From an optimization exercise on the open Yosys and OpenROAD flow, aimed at small area; shortcuts taken in it are not production practice.
The RTL was checked by simulation tests, not by an equivalence proof against the original design.

**flow/run.sh**
```bash
#!/bin/bash
# synth_recipe.tcl (not shown) runs the flow's synth.tcl, then flattens the netlist and writes it again
# the make line also repeats each setting of config.mk as NAME=value (left out here)
make -C /OpenROAD-flow-scripts/flow DESIGN_CONFIG=/design/flow/config.mk WORK_HOME=/design/flow/orfs CLKGATE_MAP_FILE= SYNTH_SCRIPT=/design/flow/synth_recipe.tcl finish
```
**flow/design.v**
```verilog
module fa (
    input  logic a,
    input  logic b,
    input  logic ci,
    output logic s,
    output logic co
);
    assign {co, s} = a + b + ci;
endmodule
module ha (
    input  logic a,
    input  logic b,
    output logic s,
    output logic co
);
    assign {co, s} = a + b;
endmodule
module counter (
    input  logic        i_clk,
    input  logic        i_arstn,
    input  logic        i_inc,
    output logic [31:0] o_count
);
    always_ff @(posedge i_clk, negedge i_arstn) begin
        if (~i_arstn)
            o_count <= 32'b0;
        else
            o_count <= o_count + {31'b0, i_inc};
    end
endmodule
module popcnt #(parameter N = 50) (
    input  logic [N-1:0] e,
    input  logic [N-1:0] o,
    output logic [7:0]   p
);
    logic s1;
    logic c2;
    logic s3;
    logic c4;
    logic s5;
    logic c6;
    logic s7;
    logic c8;
    logic s9;
    logic c10;
    logic s11;
    logic c12;
    logic s13;
    logic c14;
    logic s15;
    logic c16;
    logic s17;
    logic c18;
    logic s19;
    logic c20;
    logic s21;
    logic c22;
    logic s23;
    logic c24;
    logic s25;
    logic c26;
    logic s27;
    logic c28;
    logic s29;
    logic c30;
    logic s31;
    logic c32;
    logic s33;
    logic c34;
    logic s35;
    logic c36;
    logic s37;
    logic c38;
    logic s39;
    logic c40;
    logic s41;
    logic c42;
    logic s43;
    logic c44;
    logic s45;
    logic c46;
    logic s47;
    logic c48;
    logic s49;
    logic c50;
    logic s51;
    logic c52;
    logic s53;
    logic c54;
    logic s55;
    logic c56;
    logic s57;
    logic c58;
    logic s59;
    logic c60;
    logic s61;
    logic c62;
    logic s63;
    logic c64;
    logic s65;
    logic c66;
    logic s67;
    logic c68;
    logic s69;
    logic c70;
    logic s71;
    logic c72;
    logic s73;
    logic c74;
    logic s75;
    logic c76;
    logic s77;
    logic c78;
    logic s79;
    logic c80;
    logic s81;
    logic c82;
    logic s83;
    logic c84;
    logic s85;
    logic c86;
    logic s87;
    logic c88;
    logic s89;
    logic c90;
    logic s91;
    logic c92;
    logic s93;
    logic c94;
    logic s95;
    logic c96;
    logic s97;
    logic c98;
    logic s99;
    logic c100;
    logic s101;
    logic c102;
    logic s103;
    logic c104;
    logic s105;
    logic c106;
    logic s107;
    logic c108;
    logic s109;
    logic c110;
    logic s111;
    logic c112;
    logic s113;
    logic c114;
    logic s115;
    logic c116;
    logic s117;
    logic c118;
    logic s119;
    logic c120;
    logic s121;
    logic c122;
    logic s123;
    logic c124;
    logic s125;
    logic c126;
    logic s127;
    logic c128;
    logic s129;
    logic c130;
    logic s131;
    logic c132;
    logic s133;
    logic c134;
    logic s135;
    logic c136;
    logic s137;
    logic c138;
    logic s139;
    logic c140;
    logic s141;
    logic c142;
    logic s143;
    logic c144;
    logic s145;
    logic c146;
    logic s147;
    logic c148;
    logic s149;
    logic c150;
    logic s151;
    logic c152;
    logic s153;
    logic c154;
    logic s155;
    logic c156;
    logic s157;
    logic c158;
    logic s159;
    logic c160;
    logic s161;
    logic c162;
    logic s163;
    logic c164;
    logic s165;
    logic c166;
    logic s167;
    logic c168;
    logic s169;
    logic c170;
    logic s171;
    logic c172;
    logic s173;
    logic c174;
    logic s175;
    logic c176;
    logic s177;
    logic c178;
    logic s179;
    logic c180;
    logic s181;
    logic c182;
    logic s183;
    logic c184;
    logic s185;
    logic c186;
    logic s187;
    logic c188;
    logic s189;
    logic c190;
    logic s191;
    logic c192;
    logic s193;
    logic c194;
    logic s195;
    logic c196;
    logic s197;
    logic c198;
    logic s199;
    logic c200;
    logic s201;
    logic c202;
    logic s203;
    logic c204;
    logic s205;
    logic c206;
    logic s207;
    logic c208;
    logic s209;
    logic c210;
    logic s211;
    logic c212;
    fa u2 (.a(e[0]), .b(e[1]), .ci(e[2]), .s(s1), .co(c2));
    fa u4 (.a(e[3]), .b(e[4]), .ci(e[5]), .s(s3), .co(c4));
    fa u6 (.a(e[6]), .b(e[7]), .ci(e[8]), .s(s5), .co(c6));
    fa u8 (.a(e[9]), .b(e[10]), .ci(e[11]), .s(s7), .co(c8));
    fa u10 (.a(o[0]), .b(o[1]), .ci(o[2]), .s(s9), .co(c10));
    fa u12 (.a(o[3]), .b(o[4]), .ci(o[5]), .s(s11), .co(c12));
    fa u14 (.a(o[6]), .b(o[7]), .ci(o[8]), .s(s13), .co(c14));
    fa u16 (.a(o[9]), .b(o[10]), .ci(o[11]), .s(s15), .co(c16));
    fa u18 (.a(o[12]), .b(o[13]), .ci(o[14]), .s(s17), .co(c18));
    fa u20 (.a(o[15]), .b(o[16]), .ci(o[17]), .s(s19), .co(c20));
    fa u22 (.a(s1), .b(s3), .ci(s5), .s(s21), .co(c22));
    fa u24 (.a(s7), .b(e[12]), .ci(e[13]), .s(s23), .co(c24));
    fa u26 (.a(e[14]), .b(e[15]), .ci(e[16]), .s(s25), .co(c26));
    fa u28 (.a(e[17]), .b(e[18]), .ci(e[19]), .s(s27), .co(c28));
    fa u30 (.a(e[20]), .b(e[21]), .ci(e[22]), .s(s29), .co(c30));
    fa u32 (.a(e[23]), .b(e[24]), .ci(e[25]), .s(s31), .co(c32));
    fa u34 (.a(e[26]), .b(e[27]), .ci(e[28]), .s(s33), .co(c34));
    fa u36 (.a(s9), .b(s11), .ci(s13), .s(s35), .co(c36));
    fa u38 (.a(s15), .b(s17), .ci(s19), .s(s37), .co(c38));
    fa u40 (.a(o[18]), .b(o[19]), .ci(o[20]), .s(s39), .co(c40));
    fa u42 (.a(o[21]), .b(o[22]), .ci(o[23]), .s(s41), .co(c42));
    fa u44 (.a(o[24]), .b(o[25]), .ci(o[26]), .s(s43), .co(c44));
    fa u46 (.a(o[27]), .b(o[28]), .ci(o[29]), .s(s45), .co(c46));
    fa u48 (.a(o[30]), .b(o[31]), .ci(o[32]), .s(s47), .co(c48));
    fa u50 (.a(o[33]), .b(o[34]), .ci(o[35]), .s(s49), .co(c50));
    fa u52 (.a(o[36]), .b(o[37]), .ci(o[38]), .s(s51), .co(c52));
    fa u54 (.a(o[39]), .b(o[40]), .ci(o[41]), .s(s53), .co(c54));
    ha u56 (.a(o[42]), .b(o[43]), .s(s55), .co(c56));
    fa u58 (.a(s21), .b(s23), .ci(s25), .s(s57), .co(c58));
    fa u60 (.a(s27), .b(s29), .ci(s31), .s(s59), .co(c60));
    fa u62 (.a(s33), .b(e[29]), .ci(e[30]), .s(s61), .co(c62));
    fa u64 (.a(e[31]), .b(e[32]), .ci(e[33]), .s(s63), .co(c64));
    ha u66 (.a(e[34]), .b(e[35]), .s(s65), .co(c66));
    fa u68 (.a(s35), .b(s37), .ci(s39), .s(s67), .co(c68));
    fa u70 (.a(s41), .b(s43), .ci(s45), .s(s69), .co(c70));
    fa u72 (.a(s47), .b(s49), .ci(s51), .s(s71), .co(c72));
    fa u74 (.a(s53), .b(s55), .ci(o[44]), .s(s73), .co(c74));
    fa u76 (.a(o[45]), .b(o[46]), .ci(o[47]), .s(s75), .co(c76));
    fa u78 (.a(o[48]), .b(o[49]), .ci(c2), .s(s77), .co(c78));
    fa u80 (.a(c4), .b(c6), .ci(c8), .s(s79), .co(c80));
    fa u82 (.a(c10), .b(c12), .ci(c14), .s(s81), .co(c82));
    fa u84 (.a(c16), .b(c18), .ci(c20), .s(s83), .co(c84));
    ha u86 (.a(c36), .b(c38), .s(s85), .co(c86));
    fa u88 (.a(s57), .b(s59), .ci(s61), .s(s87), .co(c88));
    fa u90 (.a(s63), .b(s65), .ci(e[36]), .s(s89), .co(c90));
    fa u92 (.a(e[37]), .b(e[38]), .ci(e[39]), .s(s91), .co(c92));
    fa u94 (.a(s67), .b(s69), .ci(s71), .s(s93), .co(c94));
    fa u96 (.a(s73), .b(s75), .ci(s77), .s(s95), .co(c96));
    fa u98 (.a(s79), .b(c22), .ci(c24), .s(s97), .co(c98));
    fa u100 (.a(c26), .b(c28), .ci(c30), .s(s99), .co(c100));
    ha u102 (.a(c32), .b(c34), .s(s101), .co(c102));
    fa u104 (.a(s81), .b(s83), .ci(s85), .s(s103), .co(c104));
    fa u106 (.a(c40), .b(c42), .ci(c44), .s(s105), .co(c106));
    fa u108 (.a(c46), .b(c48), .ci(c50), .s(s107), .co(c108));
    fa u110 (.a(c52), .b(c54), .ci(c56), .s(s109), .co(c110));
    fa u112 (.a(c68), .b(c70), .ci(c72), .s(s111), .co(c112));
    ha u114 (.a(c74), .b(c76), .s(s113), .co(c114));
    fa u116 (.a(s87), .b(s89), .ci(s91), .s(s115), .co(c116));
    fa u118 (.a(e[40]), .b(e[41]), .ci(e[42]), .s(s117), .co(c118));
    fa u120 (.a(s93), .b(s95), .ci(s97), .s(s119), .co(c120));
    fa u122 (.a(s99), .b(s101), .ci(c58), .s(s121), .co(c122));
    fa u124 (.a(c60), .b(c62), .ci(c64), .s(s123), .co(c124));
    fa u126 (.a(s103), .b(s105), .ci(s107), .s(s125), .co(c126));
    fa u128 (.a(s109), .b(s111), .ci(s113), .s(s127), .co(c128));
    fa u130 (.a(c78), .b(c80), .ci(c94), .s(s129), .co(c130));
    ha u132 (.a(c96), .b(c98), .s(s131), .co(c132));
    fa u134 (.a(c82), .b(c84), .ci(c86), .s(s133), .co(c134));
    fa u136 (.a(c104), .b(c106), .ci(c108), .s(s135), .co(c136));
    fa u138 (.a(s115), .b(s117), .ci(e[43]), .s(s137), .co(c138));
    ha u140 (.a(e[44]), .b(e[45]), .s(s139), .co(c140));
    fa u142 (.a(s119), .b(s121), .ci(s123), .s(s141), .co(c142));
    fa u144 (.a(c66), .b(c88), .ci(c90), .s(s143), .co(c144));
    ha u146 (.a(c92), .b(c116), .s(s145), .co(c146));
    fa u148 (.a(s125), .b(s127), .ci(s129), .s(s147), .co(c148));
    fa u150 (.a(s131), .b(c100), .ci(c102), .s(s149), .co(c150));
    fa u152 (.a(c120), .b(c122), .ci(c124), .s(s151), .co(c152));
    fa u154 (.a(s133), .b(s135), .ci(c110), .s(s153), .co(c154));
    fa u156 (.a(c112), .b(c114), .ci(c126), .s(s155), .co(c156));
    fa u158 (.a(c128), .b(c130), .ci(c132), .s(s157), .co(c158));
    fa u160 (.a(s137), .b(s139), .ci(e[46]), .s(s159), .co(c160));
    fa u162 (.a(s141), .b(s143), .ci(s145), .s(s161), .co(c162));
    ha u164 (.a(c118), .b(c138), .s(s163), .co(c164));
    fa u166 (.a(s147), .b(s149), .ci(s151), .s(s165), .co(c166));
    fa u168 (.a(c142), .b(c144), .ci(c146), .s(s167), .co(c168));
    fa u170 (.a(s153), .b(s155), .ci(s157), .s(s169), .co(c170));
    fa u172 (.a(c148), .b(c150), .ci(c152), .s(s171), .co(c172));
    fa u174 (.a(c134), .b(c136), .ci(c154), .s(s173), .co(c174));
    ha u176 (.a(c156), .b(c158), .s(s175), .co(c176));
    ha u178 (.a(s159), .b(e[47]), .s(s177), .co(c178));
    fa u180 (.a(s161), .b(s163), .ci(c140), .s(s179), .co(c180));
    fa u182 (.a(s165), .b(s167), .ci(c162), .s(s181), .co(c182));
    fa u184 (.a(s169), .b(s171), .ci(c166), .s(s183), .co(c184));
    fa u186 (.a(s173), .b(s175), .ci(c170), .s(s185), .co(c186));
    ha u188 (.a(s177), .b(e[48]), .s(s187), .co(c188));
    fa u190 (.a(s179), .b(c160), .ci(c178), .s(s189), .co(c190));
    fa u192 (.a(s181), .b(c164), .ci(c180), .s(s191), .co(c192));
    fa u194 (.a(s183), .b(c168), .ci(c182), .s(s193), .co(c194));
    fa u196 (.a(s185), .b(c172), .ci(c184), .s(s195), .co(c196));
    fa u198 (.a(c174), .b(c176), .ci(c186), .s(s197), .co(c198));
    ha u200 (.a(s187), .b(e[49]), .s(s199), .co(c200));
    fa u202 (.a(s189), .b(c188), .ci(c200), .s(s201), .co(c202));
    fa u204 (.a(s191), .b(c190), .ci(c202), .s(s203), .co(c204));
    fa u206 (.a(s193), .b(c192), .ci(c204), .s(s205), .co(c206));
    fa u208 (.a(s195), .b(c194), .ci(c206), .s(s207), .co(c208));
    fa u210 (.a(s197), .b(c196), .ci(c208), .s(s209), .co(c210));
    ha u212 (.a(c198), .b(c210), .s(s211), .co(c212));
    assign p = {c212, s211, s209, s207, s205, s203, s201, s199};
endmodule
module t2b (
    input  logic [15:0] i_acc,
    input  logic [2:0]  i_cnt,
    output logic [1:0]  o_digit
);
    logic [2:0] s_d;
    assign s_d     = i_cnt + 3'd3;
    assign o_digit = i_acc[{s_d, 1'b0} +: 2];
endmodule
module serial_mul (
    input  logic i_clk,
    input  logic i_ins_e,
    input  logic i_ins_o,
    input  logic i_x,         
    input  logic i_k,         
    output logic o_x_e,       
    output logic o_x_o,       
    output logic o_k_e,       
    output logic o_k_o        
);
    logic [3:0] r_x_e, r_x_o, r_k_e, r_k_o;
    assign o_x_e = i_ins_e ? i_x : r_x_e[3];
    assign o_x_o = i_ins_o ? i_x : r_x_o[3];
    assign o_k_e = i_ins_e ? i_k : r_k_e[3];
    assign o_k_o = i_ins_o ? i_k : r_k_o[3];
    always_ff @(posedge i_clk) begin
        r_x_e <= {r_x_e[2:0], o_x_e};
        r_x_o <= {r_x_o[2:0], o_x_o};
        r_k_e <= {r_k_e[2:0], o_k_e};
        r_k_o <= {r_k_o[2:0], o_k_o};
    end
endmodule
module conv_top
#(
    parameter DATA_WIDTH  = 8,
    parameter KERNEL_SIZE = 25
)
(
    input  logic                     i_clk,
    input  logic                     i_arstn,
    input  logic                     i_arstn_perf,
    input  logic                     i_enable_count2,
    input  logic                     i_ready,
    input  logic                     i_valid,
    input  logic [KERNEL_SIZE - 1:0] i_bit_X,
    input  logic [KERNEL_SIZE - 1:0] i_bit_K,
    output logic [              1:0] o_conv,
    output logic                     o_ready,
    output logic                     o_valid,
    output logic [             31:0] o_perf_cycle_count,
    output logic [             31:0] o_perf_cycle_count2
);
    typedef enum logic [2:0] {
        IDLE       = 3'd0,
        READ       = 3'd1,
        WAIT_RES   = 3'd2,
        READ_DONE  = 3'd3,
        WRITE      = 3'd4,
        WRITE_DONE = 3'd5
    } state_t;
    state_t PS;
    state_t NS;
    logic [3:0] s_count;     
    logic       s_c2;        
    logic [1:0] s_ph;        
    logic       s_idle;
    assign s_idle = (PS == IDLE);
    always_comb begin
        NS = PS;
        case (PS)
            IDLE:       if (i_valid) NS = READ;
            READ:       NS = WAIT_RES;
            WAIT_RES:   NS = ((s_count >= 4'd5) & (s_count <= 4'd12)) ? WRITE : READ_DONE;
            READ_DONE:  if (~i_valid) NS = IDLE;
            WRITE:      if (~i_ready) NS = WRITE_DONE;
            WRITE_DONE: if (i_ready)  NS = IDLE;
            default:    NS = PS;
        endcase
    end
    always_ff @(posedge i_clk, negedge i_arstn) begin
        if (~i_arstn) begin
            PS      <= IDLE;
            s_count <= 4'd0;
            s_c2    <= 1'b0;
            s_ph    <= 2'd0;
        end
        else begin
            PS      <= NS;
            s_c2    <= (PS == WAIT_RES);
            s_ph    <= s_ph + 2'd1;
            if (s_idle & i_valid)
                s_count <= s_count + 4'd1;
        end
    end
    assign o_ready = s_idle;
    assign o_valid = (PS == WRITE);
    counter PERF1 (
        .i_clk   ( i_clk              ),
        .i_arstn ( i_arstn_perf       ),
        .i_inc   ( PS == READ         ),
        .o_count ( o_perf_cycle_count )
    );
    counter PERF2 (
        .i_clk   ( i_clk               ),
        .i_arstn ( i_arstn_perf        ),
        .i_inc   ( i_enable_count2     ),
        .o_count ( o_perf_cycle_count2 )
    );
    logic [3:0] s_bit;       
    logic       s_act;
    logic [2:0] s_col_e, s_col_o;
    logic       s_mk_e, s_mk_o, s_mx_e, s_mx_o, s_ins_e, s_ins_o;
    assign s_bit   = s_idle ? s_count : s_count - 4'd1;
    assign s_act   = (s_idle ? i_valid : ((PS == READ) | (PS == WAIT_RES) | s_c2)) & ~s_bit[3];
    assign s_col_e = {s_ph, 1'b0};
    assign s_col_o = {s_ph, 1'b1};
    assign s_mk_e  = s_act & (s_col_e <= s_bit[2:0]);
    assign s_mk_o  = s_act & (s_col_o <= s_bit[2:0]);
    assign s_mx_e  = s_act & (s_col_e <  s_bit[2:0]);
    assign s_mx_o  = s_act & (s_col_o <  s_bit[2:0]);
    assign s_ins_e = s_act & (s_col_e == s_bit[2:0]);
    assign s_ins_o = s_act & (s_col_o == s_bit[2:0]);
    logic [KERNEL_SIZE - 1:0] s_x, s_k;          
    logic [KERNEL_SIZE - 1:0] s_hold_x, s_hold_k;
    logic [KERNEL_SIZE - 1:0] s_pp_e1, s_pp_e2, s_pp_o1, s_pp_o2;
    assign s_x = s_idle ? i_bit_X : s_hold_x;
    assign s_k = s_idle ? i_bit_K : s_hold_k;
    always_ff @(posedge i_clk) begin
        s_hold_x <= s_x;
        s_hold_k <= s_k;
    end
    genvar i;
    generate
        for (i = 0; i < KERNEL_SIZE; i++) begin : serial_multipier
            logic s_tx_e, s_tx_o, s_tk_e, s_tk_o;
            serial_mul S_MUL0 (
                .i_clk   ( i_clk   ),
                .i_ins_e ( s_ins_e ),
                .i_ins_o ( s_ins_o ),
                .i_x     ( s_x[i]  ),
                .i_k     ( s_k[i]  ),
                .o_x_e   ( s_tx_e  ),
                .o_x_o   ( s_tx_o  ),
                .o_k_e   ( s_tk_e  ),
                .o_k_o   ( s_tk_o  )
            );
            assign s_pp_e1[i] = s_x[i] & s_tk_e & s_mk_e;
            assign s_pp_e2[i] = s_k[i] & s_tx_e & s_mx_e;
            assign s_pp_o1[i] = s_x[i] & s_tk_o & s_mk_o;
            assign s_pp_o2[i] = s_k[i] & s_tx_o & s_mx_o;
        end
    endgenerate
    logic [7:0] s_pop;
    popcnt #(.N(2 * KERNEL_SIZE)) POP0 (
        .e ( {s_pp_e2, s_pp_e1} ),
        .o ( {s_pp_o2, s_pp_o1} ),
        .p ( s_pop              )
    );
    logic [7:0]  s_pop_q;
    logic [3:0]  s_sh, s_sh_q;
    logic [15:0] s_acc;
    assign s_sh = s_bit + {1'b0, s_col_e};
    always_ff @(posedge i_clk, negedge i_arstn) begin
        if (~i_arstn) begin
            s_pop_q <= 8'd0;
            s_sh_q  <= 4'd0;
            s_acc   <= 16'd0;
        end
        else begin
            s_pop_q <= s_pop;
            s_sh_q  <= s_sh;
            s_acc   <= s_acc + ({8'd0, s_pop_q} << s_sh_q);
        end
    end
    logic [15:0] s_acc_out;
    assign s_acc_out = {s_acc[15:8],
                        s_acc[7] ^ (s_pop_q[0] & (s_sh_q == 4'd7)) ^ (s_pop[0] & (s_sh == 4'd7)),
                        s_acc[6:0]};
    t2b DIGIT0 (
        .i_acc   ( s_acc_out    ),
        .i_cnt   ( s_count[2:0] ),
        .o_digit ( o_conv       )
    );
endmodule
```
**flow/constraint.sdc**
```tcl
create_clock -name core_clock -period 12.0 [get_ports {i_clk}]
set_input_delay 2.4000 -clock core_clock [delete_from_list [all_inputs] [get_ports {i_clk}]]
set_output_delay 2.4000 -clock core_clock [all_outputs]
set_load 0.01 [all_outputs]
```
**flow/config.mk**
```make
export PLATFORM = sky130hd
export DESIGN_NAME = conv_top
export DESIGN_NICKNAME = conv_top
export VERILOG_FILES = /design/flow/design.v
export SDC_FILE = /design/flow/constraint.sdc
export NUM_CORES = 4
export LEC_CHECK = 0
export CAP_MARGIN = 20
export CORE_MARGIN = 2
export CORE_UTILIZATION = 40
export SLEW_MARGIN = 20
```
==> flow_summary.yaml, run 1 <==
run_status:
  outcome: "complete, no violations"
routing:
  first_iter_violations: 733
  ant_nets: 0
  post-route-drc-count: 0
  drt_pass1_iterations: 6
  wire_per_inst_um: 17.1
  vias: 12200
  postRouteWirelength_um: 44100
  via_per_inst: 4.73
synthesis:
  ys_seq_area_share_pct: 58.7
  yosys_warnings: 3
  synth_edf_count: 0
  syn_avg_cell_area_um2: 11.7
  ys_types: 60
  synth_nets: 1878
  yosys_register_bits: 552
  syn_area_um2: 19700
  synth_flop_cell: "dfxtp_1"
  syn_inst: 1686
  synthArstFlopShare_pct: 18.5
cells_and_area:
  finalNetCount: 2062
  nFillCells: 4380
  final_cell_mix: "450 x dfxtp_1, 184 x nand2_1, 133 x inv_1"
  utilization_pct: 49.2
  final_area_um2: 24000
  diodes: 0
  syn2layout_area_growth_pct: 21.9
  final_layout_size_suffix_gt1_share_pct: 10.3
  final_common_cell: "dfxtp_1"
  multiInputGateArea_um2: 7420
  seqCellArea_um2: 11600
floorplan:
  rows: 81
  die_w_um: 226
  dieArea_um2: 51000
  core_region_area_um2: 48700
  initial_core_util_pct: 40.4
  ioPinCount: 124
  die_h_um: 226
setup_path:
  rrSetupSlack_ps: 1110
  rr_worst_depth: 29
  path_max_fanout: 6
  crit_type: "in -> out"
  crit_arrival_ps: 9230
  r2r-end: "s_pop_q[6]"
  end_kind: "output pin"
  cp-start-kind: "input port"
  worstPathRequired_ps: 9600
  worstReg2RegStart: "PS[1]"
grt:
  grt_max_degree: 65
  met1_usage_pct: 23.7
  grt_overflow: 0
  met3_usage_pct: 3.40
  grt_busiest_layer: "met2"
  grt_pass1_vias: 12400
  grt_first_pass_wirelength_um: 69000
  grtUsageTotal_pct: 17.5
  antenna_found_initial: 0
  met2_usage_pct: 28.1
clocking:
  cts_buffers: 54
  clk_pin_slew_ps: 60
  postCtsHoldBufs: 0
  cts_root_buffer: "clkbuf_16"
  clock-sinks: 552
  cts_tree: "built"
  h-tree-depth: 2
  clk_latency_ps: 590
  clock_path_buffers: 3
hold_path:
  min_path_cells: 0
  min_to: "serial_multipier[24].S_MUL0.r_k_e[2]"
  hp-class: "reg -> reg"
  min_from: "serial_multipier[24].S_MUL0.r_k_e[1]"
sta:
  slew_viol_final: 0
  hold_violations: 0
  holdWs_ps: 312
  maxSlewHeadroom_pct: 39.9
  totalNegativeSetupSlack_ps: 0
  setup_viol: 0
  timing.final.crit_share_pct: 96.9
  finalCriticalPeriod_ps: 11630
  tightest_slew_ps: 902
  rsz0062_at_grt: "false"
  finClkSkew_ps: 19.7
  fmax_ghz: 0.0860
placement:
  io_buffers: 123
  place_area_um2: 21900
  gp_congestion: 0.846
  hpwl_um: 31100
job:
  cap_violations: 0
area by class of cell:
cell class,instances,share of cell area [%]
clock inverters,28,1.22
clock buffers,73,6.48
inverters,135,2.11
well taps,664,3.46
flip-flops and latches,552,48.2
multi-input cells,941,30.9
repair buffers,186,7.68
state kept, by name (all words and copies together) (netlist names):
name,flops
PERF2.o_count,32
s_sh_q,4
s_acc,16
s_ph,2
serial_multipier.S_MUL0.r_x_e,100
s_count,4
s_hold_k,25
PS,3
PERF1.o_count,32
serial_multipier.S_MUL0.r_k_o,100
s_c2,1
serial_multipier.S_MUL0.r_k_e,100
s_hold_x,25
serial_multipier.S_MUL0.r_x_o,100
s_pop_q,8
critical path, stage by stage:
cell and delay (ps):
dlymetal6s2s_1 120, o22ai_1 120, nor4_2 330, o21a_2 320
buf_12 160, nand2_1 80, a21oi_2 170, fa_1 450
inv_2 80, fa_2 480, fa_1 500, fa_1 520
fa_1 550, inv_1 50, fa_1 490, inv_1 50
fa_1 500, inv_1 60, ha_4 280, ha_4 200
ha_4 270, nand4_1 120, or3_1 350, a211oi_2 220
o21ai_1 100, clkdlybuf4s15_2 230
per-layer routing:
| layer | part of all wire, % | vias up |
|---|---|---|
| met5 | 0 | - |
| met4 | 3.1 | 0 |
| met3 | 4.1 | 88 |
| met2 | 46 | 220 |
| met1 | 47 | 5964 |
| li1 | - | 5924 |
synth_stat cells (23+ instances only):
cell type | n | area (um^2)
o21a_1 | 23 | 173
nand3_1 | 43 | 215
nand2_1 | 184 | 691
and3_1 | 41 | 257
mux2i_1 | 47 | 470
dfrtp_1 | 102 | 2550
xor2_1 | 24 | 210
fa_1 | 94 | 1880
xnor2_1 | 54 | 473
a21oi_1 | 61 | 305
ha_1 | 42 | 526
buf_2 | 27 | 135
nor2_1 | 94 | 353
inv_1 | 134 | 503
dfxtp_1 | 450 | 9010
a21o_1 | 31 | 233
metrics by stage:
| stage | setup slack (ps) | std cells |
|---|---|---|
| detailed placement | -285 | 2470 |
| global placement | -225 | 2470 |
| CTS | 27.8 | 2575 |
| finish | 375 | 2579 |
| global route | 41.9 | 2579 |
| floorplan | 903 | 1686 |
repair_timing:
| action | 4_1_cts | 5_1_grt |
|---|---|---|
| pin swaps | 9 | 12 |
| gates resized for setup | 21 | 9 |
| buffers inserted | 2 | 2 |
| cloned | 2 | 2 |
| endpoints found under the setup margin | 1 | 1 |
kinds of logic after synthesis:
logic type               after synthesis  synth area share [%]
AND/OR/NAND/NOR                      438                  10.3
XOR/XNOR                              80                  3.67
adder cells (fa/ha/maj)              136                  12.2
multiplexers                          60                  3.30
AO/OA/AOI/OAI                        227                  7.63
buffers and inverters                193                  4.16
flip-flops                           552                  58.7
how the worst max path moves through the flow:
stage / start / to / slack, ps / cells after the start
6_report: i_valid / o_conv[1] / 370 / 26
5_1_grt: PS[1] / o_conv[1] / 40 / 30
4_1_cts: i_valid / o_conv[1] / 30 / 27
3_5_place_dp: i_valid / o_conv[1] / -290 / 26
3_3_place_gp: i_valid / o_conv[1] / -220 / 26
2_1_floorplan: i_valid / o_conv[1] / 900 / 25
==> run 2: changes to the inputs <==
--- a/flow/design.v
+++ b/flow/design.v
@@ -468,3 +468,3 @@
     assign s_bit   = s_idle ? s_count : s_count - 4'd1;
-    assign s_act   = (s_idle ? i_valid : ((PS == READ) | (PS == WAIT_RES) | s_c2)) & ~s_bit[3];
+    assign s_act   = (s_idle | (PS == READ) | (PS == WAIT_RES) | s_c2) & ~s_bit[3];
     assign s_col_e = {s_ph, 1'b0};
@@ -524,3 +524,3 @@
         else begin
-            s_pop_q <= s_pop;
+            s_pop_q <= (s_idle & ~i_valid) ? 8'd0 : s_pop;
             s_sh_q  <= s_sh;
==> run 2 against run 1 <==
Against the previous run: via count shrank 5.0%; hold slack lost 6.3 ps; setup slack gained 17 ps.
==> flow_summary.yaml, run 2 <==
run_status:
  outcome: "complete, no violations"
synthesis:
  yosys_warnings: 3
  syn_avg_cell_area_um2: 11.9
  syn_inst: 1637
  netlist_top_cells_area: "dfxtp_1 46%, dfrtp_1 13%, fa_1 9.7%"
  synth_edf_count: 0
  synth_area_leader_cell: "dfxtp_1"
  synth_flop_cell: "dfxtp_1"
  yosys_register_bits: 552
  ys_types: 62
  ys_seq_area_share_pct: 59.4
  synth_top_area_share_pct: 46.3
  synth_nets: 1828
  synthArstFlopShare_pct: 18.5
  synth_common_cells: "450 x dfxtp_1, 172 x nor2_1, 145 x inv_1"
  syn_area_um2: 19500
  synth_most_common_cell: "dfxtp_1"
sta:
  rsz0062_at_grt: "false"
  finClkSkew_ps: 24.6
  setup_viol: 0
  tightest_slew_ps: 894
  totalNegativeSetupSlack_ps: 0
  slew_viol_final: 0
  hold_violations: 0
  finalCriticalPeriod_ps: 11610
  holdWs_ps: 305
  timing.final.crit_share_pct: 96.7
  maxSlewHeadroom_pct: 40.4
  fmax_ghz: 0.0861
routing:
  ant_nets: 0
  wire_per_inst_um: 17.1
  via_per_inst: 4.69
  first_iter_violations: 633
  vias: 11600
  postRouteWirelength_um: 42400
  post-route-drc-count: 0
  drt_pass1_iterations: 5
job:
  cap_violations: 0
clocking:
  clock-sinks: 552
  clk_latency_ps: 620
  h-tree-depth: 2
  cts_buffers: 53
  cts_tree: "built"
  postCtsHoldBufs: 0
  cts_root_buffer: "clkbuf_16"
  clock_path_buffers: 3
  clk_pin_slew_ps: 60
grt:
  grt_max_degree: 69
  grtUsageTotal_pct: 17.0
  grt_pass1_vias: 11900
  grt_overflow: 0
  grt_first_pass_wirelength_um: 66500
  antenna_found_initial: 0
cells_and_area:
  final_cell_mix: "450 x dfxtp_1, 171 x nor2_1, 145 x inv_1"
  finalNetCount: 2008
  diodes: 0
  final_layout_size_suffix_gt1_share_pct: 10.1
  syn2layout_area_growth_pct: 20.9
  final_common_cell: "dfxtp_1"
placement:
  hpwl_um: 30200
  io_buffers: 123
  gp_congestion: 0.848
hold_path:
  hp-class: "reg -> reg"
floorplan:
  dieArea_um2: 50400
  die_h_um: 225
  ioPinCount: 124
  core_region_area_um2: 47800
  die_w_um: 225
  rows: 80
  initial_core_util_pct: 40.7
setup_path:
  critPathMaxStageDelay_ps: 580
  cp-start-kind: "input port"
  path_delay_family: "adder cells"
  crit_arrival_ps: 9210
  crit_type: "in -> out"
  worstPathRequired_ps: 9600
  cp_common_cell: "fa_1"
  cp_cell_sequence: "clkdlybuf4s50_1 > mux2i_1 > a21oi_1 > nor3b_2 > fa_1 > inv_1 > fa_1 > fa_1 > fa_1 > fa_1 > inv_1 > fa_1 > inv_1 > fa_1 > inv_1 > ha_1 > ha_1 > ha_1 > nand4_1 > nor2_2 > xnor2_1 > a31oi_1 > clkdlybuf4s50_1"
  path_buf_inv: 6
  path_max_fanout: 2
  end_kind: "output pin"
  critPathSlowestCell: "fa_1"
run 2: cell count changes after synthesis, sizes merged, moves of 21 or more:
cell	before	now
nand2	184	79
nor2	94	172
a21oi	61	116
a21o	31	4
and3	41	14
nor3b	5	32
o21ai	44	21
o21a	24	2
or3b	0	22
o2111ai	22	1
run 2: timing repair:
action,4_1_cts,5_1_grt
gates cloned,1,1
endpoints found under the setup margin,1,1
pin swaps,1,2
gates resized for setup,3,7
buffers inserted,1,2
run 2: layout make-up:
class	instances	area (um^2)
fillers	4283	24300
flip-flops and latches	552	11600
inverters	147	553
multi-input cells	885	7130
repair buffers	178	1700
well taps	615	769
clock buffers	76	1600
clock inverters	19	215
run 2: worst reg2reg max path, delay by kind of cell (launching register included):
family,cells,cell delay (ps)
compound gates,2,320
xor+xnor,1,150
fa+ha+maj,16,7540
buf+inv,4,530
flops,1,470
simple gates,7,1610
run 2: path summary, 6_finish.rpt:
check,start,cells after the start,to,slack (ps)
worst max-delay path,i_bit_K[0],23,o_conv[1],390
worst min-delay path,serial_multipier[24].S_MUL0.r_x_o[0],0,serial_multipier[24].S_MUL0.r_x_o[1],310
worst max register to register,PS[1],30,s_pop_q[6],1270
worst min register to register,serial_multipier[24].S_MUL0.r_x_o[0],0,serial_multipier[24].S_MUL0.r_x_o[1],310
max in group asynchronous,i_arstn,1,PS[1],9450
min in group asynchronous,i_arstn,1,s_acc[10],1930
run 2: logic make-up after synthesis:
family | after synthesis | share of synthesized area [%]
AOI/OAI and AO/OA | 170 | 5.07
xor gates and xnor gates | 81 | 3.72
adders and majority gates | 135 | 12.3
buffers and inverters | 200 | 4.17
DFF | 552 | 59.4
muxes | 70 | 4.10
and+or+nand+nor | 429 | 11.2
run 2: through the flow:
stage	cell area (um^2)	util [%]	std cells	worst slack [ps]
CTS	23500	49.0	2469	19.8
global route	23500	49.2	2472	26.6
global placement	21600	45.2	2372	267
detailed placement	21600	45.2	2372	245
floorplan	19500	-	1637	1370
finish	23500	49.2	2472	392
run 2: metal layers:
layer,up-vias,part of all wire (%),track usage (%)
li1,5679,-,-
met1,5671,47,22.7
met2,192,48,28.6
met3,42,3.6,3.12
met4,0,1.5,4.27
met5,-,0,0
==> run 3: changes to the inputs <==
--- a/flow/config.mk
+++ b/flow/config.mk
@@ -7,2 +7,3 @@
 export LEC_CHECK = 0
+export ABC_AREA = 1
 export CAP_MARGIN = 20
==> run 3 against run 2 <==
Against the previous run: wire length grew 1.6%; register-to-register slack improved by 70 ps; utilization shrank 0.22 points; clock skew grew 5.3 ps; final cell count grew 11%; critical path type unchanged.
==> flow_summary.yaml, run 3 <==
run_status:
  outcome: "complete, no violations"
clocking:
  clock-sinks: 552
  clk_pin_slew_ps: 60
  cts_root_buffer: "clkbuf_16"
  h-tree-depth: 2
  clk_latency_ps: 610
  clock_path_buffers: 3
  postCtsHoldBufs: 0
  cts_buffers: 55
  cts_tree: "built"
job:
  cap_violations: 0
routing:
  post-route-drc-count: 0
  ant_nets: 0
  postRouteWirelength_um: 43100
  vias: 12500
  first_iter_violations: 792
  via_per_inst: 4.56
  drt_pass1_iterations: 5
  wire_per_inst_um: 15.7
cells_and_area:
  nFillCells: 4416
  finalNetCount: 2225
  final_layout_size_suffix_gt1_share_pct: 12.5
  syn2layout_area_growth_pct: 21.0
  final_common_cell: "dfxtp_1"
  final_cell_mix: "450 x dfxtp_1, 263 x nand2_1, 246 x inv_1"
  final_area_um2: 23900
  utilization_pct: 48.9
setup_path:
  crit_type: "in -> out"
  cp-start-kind: "input port"
  crit_arrival_ps: 8970
  worstPathRequired_ps: 9600
  path_max_fanout: 2
  rrSetupSlack_ps: 1340
  end_kind: "output pin"
placement:
  place_area_um2: 21900
  hpwl_um: 30900
  gp_congestion: 0.862
  io_buffers: 123
floorplan:
  rows: 81
  die_w_um: 226
  die_h_um: 226
  core_region_area_um2: 48800
  dieArea_um2: 51200
  initial_core_util_pct: 40.4
  ioPinCount: 124
synthesis:
  synth_common_cells: "450 x dfxtp_1, 263 x nand2_1, 247 x inv_1"
  yosys_warnings: 3
  syn_avg_cell_area_um2: 10.7
  syn_area_um2: 19800
  synth_nets: 2044
  netlist_top_cells_area: "dfxtp_1 46%, dfrtp_1 13%, fa_1 9.5%"
  synthArstFlopShare_pct: 18.5
  synth_top_area_share_pct: 45.6
  ys_types: 45
  syn_inst: 1853
  synth_most_common_cell: "dfxtp_1"
  synth_edf_count: 0
  synth_area_leader_cell: "dfxtp_1"
  ys_seq_area_share_pct: 58.5
  synth_flop_cell: "dfxtp_1"
  yosys_register_bits: 552
sta:
  slew_viol_final: 0
  finClkSkew_ps: 29.9
  finalCriticalPeriod_ps: 11370
  timing.final.crit_share_pct: 94.7
  maxSlewHeadroom_pct: 38.8
  rsz0062_at_grt: "false"
  fmax_ghz: 0.0880
  holdWs_ps: 309
  tightest_slew_ps: 918
  hold_violations: 0
  setup_viol: 0
  totalNegativeSetupSlack_ps: 0
grt:
  grt_overflow: 0
  grt_pass1_vias: 12900
  grt_max_degree: 65
  antenna_found_initial: 1
  grt_first_pass_wirelength_um: 69200
  grtUsageTotal_pct: 17.4
hold_path:
  hp-class: "reg -> reg"
-- run 3: cell types whose count changed in the layout (fill, tap and decap cells not counted), sizes merged, moves of 72 or more --
cell	change
nand3	+72
a21oi	-100
nand2	+190
nor2	-85
inv	+109
o21ai	+148
-- run 3: what timing repair did --
item | CTS | global route
endpoints found under the setup margin | 1 | 1
setup buffers | 0 | 1
pin swaps | 0 | 0
resized for setup | 1 | 17
-- run 3: cell type report --
cell class	count	area [um^2]	share of cell area [%]
clock buffer	76	1640	6.86
inverter	255	961	4.02
antenna	1	2.50	0.0105
sequential	552	11600	48.4
tap	664	831	3.47
multi-input combinational	1004	7000	29.3
timing repair buffer	166	1570	6.57
clock inverter	27	340	1.42
-- run 3: critical path, stage by stage --
cell	delay, ps
clkdlybuf4s50_1	450
inv_1	40
o21ai_0	220
inv_1	90
nand2_1	80
o21ai_2	70
nor3_2	200
fa_1	450
inv_1	90
fa_1	450
fa_1	560
fa_1	450
fa_1	580
inv_1	60
fa_1	500
inv_1	50
fa_1	500
inv_1	40
ha_1	270
ha_1	270
ha_1	310
nand3_1	80
nor2_1	140
nand4_1	100
nand3_1	110
nand2_1	60
a21oi_1	150
dlymetal6s2s_1	180
-- run 3: logic make-up after synthesis --
| logic type | synth area share (%) |
|---|---|
| adders and majority gates | 12.1 |
| xor gates and xnor gates | 3.32 |
| buffers and inverters | 6.23 |
| and+or+nand+nor | 13.5 |
| AOI/OAI and AO/OA | 6.27 |
| DFF | 58.5 |
| muxes | 0.0507 |
-- run 3: per-stage QoR --
step | setup WS [ps] | instances
6_report | 631 | 2745
5_1_grt | 244 | 2744
4_1_cts | 8.79 | 2743
3_5_place_dp | 33.9 | 2640
3_3_place_gp | 73.0 | 2640
2_1_floorplan | 1410 | 1853
-- run 3: final timing paths --
check                                                     start                                    to  cells after the start
hold reg to reg            serial_multipier[12].S_MUL0.r_k_o[2]  serial_multipier[12].S_MUL0.r_k_o[3]                      0
hold / removal             serial_multipier[12].S_MUL0.r_k_o[2]  serial_multipier[12].S_MUL0.r_k_o[3]                      0
setup reg to reg                                     s_count[1]                            s_pop_q[6]                     36
setup / recovery                                     i_bit_K[8]                             o_conv[1]                     28
max in group asynchronous                               i_arstn                            s_count[0]                      1
min in group asynchronous                               i_arstn                             s_acc[12]                      1
-- run 3: routing by layer --
layer  routed length (um)  vias to the layer above  GRT usage [%]  part of all wire, %
met1                20500                     5981           23.9                   48
met2                19700                      273           27.9                   46
met5                    0                        -              0                    0
met4                 1020                        0           5.71                  2.4
met3                 1860                       72           2.84                  4.3
li1                     -                     6198              -                    -
==> run 4: changes to the inputs <==
--- a/flow/config.mk
+++ b/flow/config.mk
@@ -7,6 +7,5 @@
 export LEC_CHECK = 0
-export ABC_AREA = 1
 export CAP_MARGIN = 20
 export CORE_MARGIN = 2
-export CORE_UTILIZATION = 40
+export CORE_UTILIZATION = 65
 export SLEW_MARGIN = 20
==> run 4 against run 3 <==
Against the previous run: still clean on timing, DRC and antenna; first-iteration DRC count down 12%; wire length down 5.0%; count of clock-buffer cells in the layout shrank 2; sequential cell count is the same; critical path depth is 2 higher; critical path type is now reg -> out.
==> flow_summary.yaml, run 4 <==
routing:
  drt_pass1_iterations: 5
  post-route-drc-count: 0
  first_iter_violations: 694
  ant_nets: 0
  via_per_inst: 5.31
  postRouteWirelength_um: 40900
  vias: 11900
  wire_per_inst_um: 18.3
synthesis:
  synth_top_area_share_pct: 46.3
  yosys_warnings: 3
  synth_flop_cell: "dfxtp_1"
  synth_top_family_by_area: "adder cells"
  synthAdderAreaFrac_pct: 12.3
  synth_xor_area_share_pct: 3.72
  synth_common_cells: "450 x dfxtp_1, 172 x nor2_1, 145 x inv_1"
  ys_types: 62
  synth_nets: 1828
  synth_simple_gate_area_share_pct: 11.2
  syn_area_um2: 19500
  synthMuxAreaShare_pct: 4.10
  yosys_register_bits: 552
  synth_most_common_cell: "dfxtp_1"
  syn_inst: 1637
  synth-compound-area-share_pct: 5.07
  synthArstFlopShare_pct: 18.5
  ys_seq_area_share_pct: 59.4
  synth_edf_count: 0
  netlist_top_cells_area: "dfxtp_1 46%, dfrtp_1 13%, fa_1 9.7%"
  syn_avg_cell_area_um2: 11.9
  synth_area_leader_cell: "dfxtp_1"
clocking:
  h-tree-depth: 2
  cts_root_buffer: "clkbuf_16"
  clk_pin_slew_ps: 60
  clock-sinks: 552
  postCtsHoldBufs: 0
  cts_buffers: 51
  cts_tree: "built"
  clk_latency_ps: 570
  clock_path_buffers: 3
run_status:
  outcome: "complete, no violations"
setup_path:
  cp-start-kind: "flop"
  end_kind: "output pin"
  cp_common_cell: "fa_1"
  rr_worst_depth: 30
  worstReg2RegStart: "PS[1]"
  worstPathRequired_ps: 9600
  crit_type: "reg -> out"
  path_max_fanout: 39
  r2r-end: "s_pop_q[6]"
  critPathSlowestCell: "fa_1"
  crit_arrival_ps: 9210
  rrSetupSlack_ps: 1240
  critPathMaxStageDelay_ps: 570
cells_and_area:
  nFillCells: 1879
  final_layout_size_suffix_gt1_share_pct: 9.72
  utilization_pct: 78.1
  stdcell_count: 2241
  final_common_cell: "dfxtp_1"
  diodes: 0
  final_cell_mix: "450 x dfxtp_1, 172 x nor2_1, 145 x inv_1"
  finalNetCount: 2001
  syn2layout_area_growth_pct: 18.6
floorplan:
  core_region_area_um2: 29600
  initial_core_util_pct: 65.8
  dieArea_um2: 31300
  die_w_um: 177
  ioPinCount: 124
  rows: 63
  die_h_um: 177
hold_path:
  hp-class: "reg -> reg"
  min_from: "serial_multipier[20].S_MUL0.r_k_o[0]"
  min_to: "serial_multipier[20].S_MUL0.r_k_o[1]"
  min_path_cells: 0
grt:
  grt_pass1_vias: 12200
  antenna_found_initial: 0
  grt_overflow: 0
  grt_first_pass_wirelength_um: 65500
  grtUsageTotal_pct: 27.1
  grt_max_degree: 87
sta:
  maxSlewHeadroom_pct: 42.8
  finalCriticalPeriod_ps: 11610
  timing.final.crit_share_pct: 96.7
  hold_violations: 0
  finClkSkew_ps: 23.9
  slew_viol_final: 0
  finalWorstSetupSlack_ps: 394
  fmax_ghz: 0.0862
  setup_viol: 0
  tightest_slew_ps: 857
  holdWs_ps: 311
job:
  cap_violations: 0
placement:
  place_ws_ps: 213
  gp_congestion: 0.843
  hpwl_um: 28500
  io_buffers: 123
  dp_cells: 2145
[run 4: worst max-delay path, delay by kind of cell, from the launching register on]
family	cells	cell delay [ps]
buffers and inverters	7	1240
AO/OA/AOI/OAI	3	800
XOR/XNOR	2	260
AND/OR/NAND/NOR	7	1200
adder cells (fa/ha/maj)	11	4660
flip-flops	1	480
[run 4: per-layer routing]
| metal | wire length, um | part of all wire (%) | track usage [%] |
|---|---|---|---|
| met1 | 17600 | 43 | 36.0 |
| met2 | 19800 | 48 | 45.0 |
| met3 | 1980 | 4.8 | 4.12 |
| met4 | 1550 | 3.8 | 10.5 |
| met5 | 0 | 0 | 0 |
[run 4: cells by family after synthesis]
kind of cell	after synthesis
muxes	70
adders and majority gates	135
and+or+nand+nor	429
DFF	552
xor gates and xnor gates	81
buffers and inverters	200
AOI/OAI and AO/OA	170
[run 4: worst max path at each step]
| stage | startpoint | end | slack, ps | depth (start not counted) |
|---|---|---|---|---|
| 2_1_floorplan | PS[0] | o_conv[1] | 1370 | 31 |
| 3_5_place_dp | i_bit_K[8] | o_conv[1] | 210 | 22 |
| 6_report | PS[1] | o_conv[1] | 390 | 30 |
| 5_1_grt | PS[1] | o_conv[1] | -70 | 30 |
| 4_1_cts | PS[1] | o_conv[1] | 40 | 29 |
| 3_3_place_gp | i_bit_K[8] | o_conv[1] | 420 | 22 |
[run 4: final cells by class]
cell class,count,area (um^2),share of cell area [%]
clock inverter,20,185,0.802
multi-input combinational,885,7130,30.9
tap,390,488,2.11
clock buffer,74,1550,6.70
sequential,552,11600,50.1
inverter,147,552,2.39
timing repair buffer,173,1620,7.03
[run 4: repair_timing]
action	CTS	global route
setup endpoints to repair	1	1
pin swaps	0	2
buffers inserted	0	2
gates resized for setup	4	11
endpoints found under the hold margin	0	0
[run 4: per-stage QoR]
step                      cell area, um^2  TNS [ps]
after global routing                23100     -65.6
after global placement              21300         0
after floorplan                     19500         0
after detailed placement            21300         0
final                               23100         0
after CTS                           23000         0
==> run 5: changes to the inputs <==
--- a/flow/config.mk
+++ b/flow/config.mk
@@ -10,2 +10,5 @@
 export CORE_UTILIZATION = 65
+export CTS_BUF_LIST = sky130_fd_sc_hd__clkbuf_8
+export CTS_CLUSTER_DIAMETER = 50
+export CTS_CLUSTER_SIZE = 15
 export SLEW_MARGIN = 20
==> run 5 against run 4 <==
Against the previous run: maximum frequency rose by 0.18%; clock skew fell by 2.5 ps; synthesized area did not move; final cell count fell by 1.0%; global-route usage fell by 0.80 points; hold slack improved by 2.8 ps; critical path depth fell by 1; sequential cell count did not move; largest cell class unchanged; highest routed layer unchanged.
==> flow_summary.yaml, run 5 <==
cells_and_area:
  final_common_cell: "dfxtp_1"
  final_cell_mix: "450 x dfxtp_1, 172 x nor2_1, 151 x inv_1"
  finalNetCount: 1997
  syn2layout_area_growth_pct: 14.1
  final_layout_size_suffix_gt1_share_pct: 8.81
  stdcell_count: 2218
  diodes: 0
  final_area_um2: 22200
routing:
  post-route-drc-count: 0
  ant_nets: 0
  postRouteWirelength_um: 39600
  first_iter_violations: 649
  vias: 11600
  via_per_inst: 5.25
  drt_pass1_iterations: 5
  wire_per_inst_um: 17.9
clocking:
  cts_tree: "built"
  cts_root_buffer: "clkbuf_8"
  clock_path_buffers: 3
  cts_buffers: 48
  clk_latency_ps: 590
  h-tree-depth: 2
  clock-sinks: 552
  clk_pin_slew_ps: 90
synthesis:
  netlist_top_cells_area: "dfxtp_1 46%, dfrtp_1 13%, fa_1 9.7%"
  ys_types: 62
  synth_flop_cell: "dfxtp_1"
  synth_edf_count: 0
  synthMuxAreaShare_pct: 4.10
  yosys_register_bits: 552
  synth_simple_gate_area_share_pct: 11.2
  synth_area_leader_cell: "dfxtp_1"
  synthArstFlopShare_pct: 18.5
  synth_nets: 1828
  synth_top_area_share_pct: 46.3
  syn_avg_cell_area_um2: 11.9
  yosys_warnings: 3
  syn_inst: 1637
  synthAdderAreaFrac_pct: 12.3
  synth_xor_area_share_pct: 3.72
  synth-compound-area-share_pct: 5.07
  syn_area_um2: 19500
  ys_seq_area_share_pct: 59.4
  synth_most_common_cell: "dfxtp_1"
  synth_top_family_by_area: "adder cells"
  synth_common_cells: "450 x dfxtp_1, 172 x nor2_1, 145 x inv_1"
sta:
  setup_viol: 0
  tightest_slew_ps: 848
  finalWorstSetupSlack_ps: 415
  slew_viol_final: 0
  hold_violations: 0
  timing.final.crit_share_pct: 96.5
  rsz0062_at_grt: "false"
  finClkSkew_ps: 21.5
  maxSlewHeadroom_pct: 43.5
  finalCriticalPeriod_ps: 11580
  fmax_ghz: 0.0863
  totalNegativeSetupSlack_ps: 0
run_status:
  outcome: "complete, no violations"
placement:
  place_area_um2: 21300
  dp_cells: 2145
  io_buffers: 123
  hpwl_um: 28500
  place_ws_ps: 213
  gp_congestion: 0.843
floorplan:
  die_w_um: 177
  initial_core_util_pct: 65.8
  die_h_um: 177
  dieArea_um2: 31300
  rows: 63
  ioPinCount: 124
  core_region_area_um2: 29600
setup_path:
  path_max_fanout: 15
  crit_type: "reg -> out"
  critPathMaxStageDelay_ps: 560
  cp_common_cell: "fa_1"
  rr_worst_depth: 30
  end_kind: "output pin"
  critPathSlowestCell: "fa_1"
  cp-start-kind: "flop"
  crit_arrival_ps: 9180
  worstPathRequired_ps: 9600
grt:
  grt_pass1_vias: 11900
  grt_max_degree: 87
  grt_overflow: 0
  grtUsageTotal_pct: 26.3
  antenna_found_initial: 0
  grt_first_pass_wirelength_um: 63700
job:
  cap_violations: 0
hold_path:
  hp-class: "reg -> reg"
  min_path_cells: 0
-- run 5: cell types whose count changed in the layout (fill, tap and decap cells not counted), sizes merged --
cell / delta
buf: -1
bufinv: -2
clkbuf: -23
clkinv: -1
clkinvlp: -2
inv: +6
-- run 5: through the flow --
stage          util [%]  hold slack [ps]
6_report           75.1              314
3_5_place_dp       72.0              312
5_1_grt            75.1              319
2_1_floorplan         -              310
3_3_place_gp       72.0              310
4_1_cts            74.9              311
-- run 5: critical path, delay by kind of cell, from the launching register on --
family	cells	cell delay, ps
xor gates and xnor gates	2	370
AOI/OAI and AO/OA	1	170
and+or+nand+nor	6	1520
buffers and inverters	10	1680
DFF	1	480
adders and majority gates	10	4350
-- run 5: cells by family (layout without fill, tap and decap cells) --
| logic type | count (synthesis) | after routing |
|---|---|---|
| AO/OA/AOI/OAI | 170 | 170 |
| XOR/XNOR | 81 | 81 |
| flip-flops | 552 | 552 |
| adder cells (fa/ha/maj) | 135 | 135 |
| buffers and inverters | 200 | 391 |
| AND/OR/NAND/NOR | 429 | 429 |
| multiplexers | 70 | 70 |
-- run 5: final timing paths --
kind	from	end	slack (ps)
setup / recovery	PS[1]	o_conv[1]	420
hold / removal	serial_multipier[18].S_MUL0.r_x_o[0]	serial_multipier[18].S_MUL0.r_x_o[1]	310
setup reg to reg	PS[1]	s_pop_q[6]	1210
hold reg to reg	serial_multipier[18].S_MUL0.r_x_o[0]	serial_multipier[18].S_MUL0.r_x_o[1]	310
max in group asynchronous	i_arstn_perf	PERF1.o_count[31]	9480
min in group asynchronous	i_arstn	s_c2	1900
-- run 5: final cells by class --
type	count	area [um^2]
Multi-Input combinational cell	885	7130
Clock inverter	21	148
Timing Repair Buffer	172	1620
Inverter	147	552
Fill cell	2047	7350
Clock buffer	51	702
Tap cell	390	488
Sequential cell	552	11600
-- run 5: repair_timing --
item                       CTS  global route
hold buffers                 0             0
gates resized for setup      4            15
pin swaps                    0             2
setup buffers                0             1
setup endpoints to repair    1             1
-- run 5: per-layer routing --
layer	share of wire, %	up-vias	track usage, %
met3	4.6	71	3.87
met1	44	5671	35.4
met2	48	280	44.2
met4	3.0	0	8.33
li1	-	5624	-
met5	0	-	0
==> run 6: changes to the inputs <==
--- a/flow/config.mk
+++ b/flow/config.mk
@@ -10,5 +10,5 @@
 export CORE_UTILIZATION = 65
-export CTS_BUF_LIST = sky130_fd_sc_hd__clkbuf_8
-export CTS_CLUSTER_DIAMETER = 50
-export CTS_CLUSTER_SIZE = 15
+export CTS_BUF_LIST = sky130_fd_sc_hd__clkbuf_4
+export CTS_CLUSTER_DIAMETER = 40
+export CTS_CLUSTER_SIZE = 8
 export SLEW_MARGIN = 20
==> run 6 against run 5 <==
Against the previous run: still clean; design area up 0.68%; critical path depth unchanged; count of clock-buffer cells in the layout up 48; non-clock buffer count up 4; global-route usage up 0.38 points; critical path type unchanged; critical endpoint unchanged; largest cell class unchanged.
==> flow_summary.yaml, run 6 <==
routing:
  wire_per_inst_um: 17.7
  first_iter_violations: 549
  via_per_inst: 5.27
  drt_pass1_iterations: 16
  postRouteWirelength_um: 40000
  vias: 11900
  post-route-drc-count: 0
  ant_nets: 0
setup_path:
  cp_common_cell: "fa_1"
  crit_arrival_ps: 8880
  path_delay_family: "adder cells"
  path_max_fanout: 13
  path_buf_inv: 6
  worstPathRequired_ps: 9600
  critPathMaxStageDelay_ps: 620
  end_kind: "output pin"
  crit_type: "reg -> out"
  cp-start-kind: "flop"
  critPathSlowestCell: "fa_1"
sta:
  tightest_slew_ps: 855
  slew_viol_final: 0
  hold_violations: 0
  timing.final.crit_share_pct: 94.0
  setup_viol: 0
  rsz0062_at_grt: "false"
  finalCriticalPeriod_ps: 11280
  totalNegativeSetupSlack_ps: 0
  maxSlewHeadroom_pct: 43.0
  fmax_ghz: 0.0887
  finClkSkew_ps: 78.7
synthesis:
  ys_seq_area_share_pct: 59.4
  synth_common_cells: "450 x dfxtp_1, 172 x nor2_1, 145 x inv_1"
  synth_top_area_share_pct: 46.3
  synth_edf_count: 0
  synth_nets: 1828
  synth_flop_cell: "dfxtp_1"
  netlist_top_cells_area: "dfxtp_1 46%, dfrtp_1 13%, fa_1 9.7%"
  yosys_register_bits: 552
  synth_area_leader_cell: "dfxtp_1"
  syn_inst: 1637
  synth_most_common_cell: "dfxtp_1"
  yosys_warnings: 3
  syn_area_um2: 19500
  ys_types: 62
  synthArstFlopShare_pct: 18.5
  syn_avg_cell_area_um2: 11.9
clocking:
  clk_pin_slew_ps: 100
  cts_buffers: 82
  cts_tree: "built"
  clk_latency_ps: 760
  cts_root_buffer: "clkbuf_4"
  clock_path_buffers: 3
  clock-sinks: 552
  h-tree-depth: 3
cells_and_area:
  final_cell_mix: "450 x dfxtp_1, 172 x nor2_1, 145 x inv_1"
  final_area_um2: 22400
  final_common_cell: "dfxtp_1"
  syn2layout_area_growth_pct: 14.9
  final_layout_size_suffix_gt1_share_pct: 11.4
  finalNetCount: 2035
floorplan:
  initial_core_util_pct: 65.8
  rows: 63
  die_w_um: 177
  dieArea_um2: 31300
  core_region_area_um2: 29600
  ioPinCount: 124
  die_h_um: 177
grt:
  grtUsageTotal_pct: 26.6
  grt_first_pass_wirelength_um: 64300
  met3_usage_pct: 4.90
  met1_usage_pct: 35.5
  grt_pass1_vias: 12100
  antenna_found_initial: 1
  grt_busiest_layer: "met2"
  grt_overflow: 0
  grt_max_degree: 87
  met2_usage_pct: 43.9
run_status:
  outcome: "complete, no violations"
placement:
  hpwl_um: 28500
  place_area_um2: 21300
  gp_congestion: 0.843
  io_buffers: 123
hold_path:
  hp-class: "reg -> reg"
job:
  cap_violations: 0
-- run 6: area by class of cell --
type	instances	area, um^2
antenna	1	2.50
clock buffer	99	743
clock inverter	15	193
fill	2049	7200
inverter	147	552
multi-input combinational	885	7160
sequential	552	11600
tap	390	488
timing repair buffer	176	1660
-- run 6: per-layer routing --
layer	vias up	part of all wire (%)
met1	5808	44
met2	299	49
met4	0	2.9
li1	5742	-
met5	-	0
met3	77	4.7
-- run 6: cells by family (layout without fill, tap and decap cells) --
kind of cell / count (synthesis) / after routing / synth area share, %
AO/OA/AOI/OAI: 170 / 170 / 5.07
AND/OR/NAND/NOR: 429 / 429 / 11.2
XOR/XNOR: 81 / 81 / 3.72
other: 0 / 1 / 0
buffers and inverters: 200 / 437 / 4.17
multiplexers: 70 / 70 / 4.10
adder cells (fa/ha/maj): 135 / 135 / 12.3
flip-flops: 552 / 552 / 59.4
-- run 6: what timing repair did --
| item | 4_1_cts | 5_1_grt |
|---|---|---|
| gates cloned | 0 | 0 |
| resized for setup | 9 | 15 |
| endpoints found under the setup margin | 1 | 1 |
| buffers inserted | 1 | 4 |
| pin swaps | 2 | 1 |
| hold buffers | 0 | 0 |
-- run 6: worst paths after layout --
kind	from	to	slack, ps	cells past startpoint
worst max-delay path	PS[1]	o_conv[1]	720	29
worst min-delay path	serial_multipier[23].S_MUL0.r_x_o[2]	serial_multipier[23].S_MUL0.r_x_o[3]	280	0
worst max register to register	PS[1]	s_pop_q[6]	1290	30
worst min register to register	serial_multipier[23].S_MUL0.r_x_o[2]	serial_multipier[23].S_MUL0.r_x_o[3]	280	0
max in group asynchronous	i_arstn_perf	PERF1.o_count[27]	9640	2
min in group asynchronous	i_arstn	PS[1]	1760	1
-- run 6: stage by stage --
stage	setup WS, ps	util (%)	hold slack (ps)	instances
after global placement	421	72.0	310	2145
after floorplan	1370	-	310	1637
final	724	75.6	281	2265
after detailed placement	213	72.0	312	2145
after CTS	25.0	75.3	271	2260
after global routing	300	75.6	279	2265

-- port drivers added, routing unchanged --
Ports are ideal in the flow. The routed layouts listed here were re-timed in OpenROAD. Step 1: set_driving_cell puts a clkbuf_16 on i_clk and a buf_2 on each other input, an assumption about the parent block. Step 2 times the ports against the registers' clock, not the clock port: input delays grow and output delays shrink by t, the midpoint of the rising clock arrivals with the driver on. Slacks: ideal / step 1 / step 2; pairs: ideal / step 1.
run | t, ns | setup WS [ns] | clock arrival spread, ns
run 1 | 0.643 | 0.375 / 0.307 / 0.307 | 0.027 / 0.027
run 2 | 0.656 | 0.392 / 0.371 / 0.371 | 0.026 / 0.026
run 3 | 0.655 | 0.631 / 0.604 / 0.570 | 0.031 / 0.031
run 4 | 0.607 | 0.394 / 0.342 / 0.407 | 0.025 / 0.024
run 5 | 0.629 | 0.415 / 0.365 / 0.463 | 0.029 / 0.029
run 6 | 0.770 | 0.724 / 0.675 / 0.525 | 0.083 / 0.084
After both steps setup and hold are still met in every run listed. The setup slack of run 6, which loses most, moves by -0.049 ns with the drivers and by -0.199 ns with both steps.
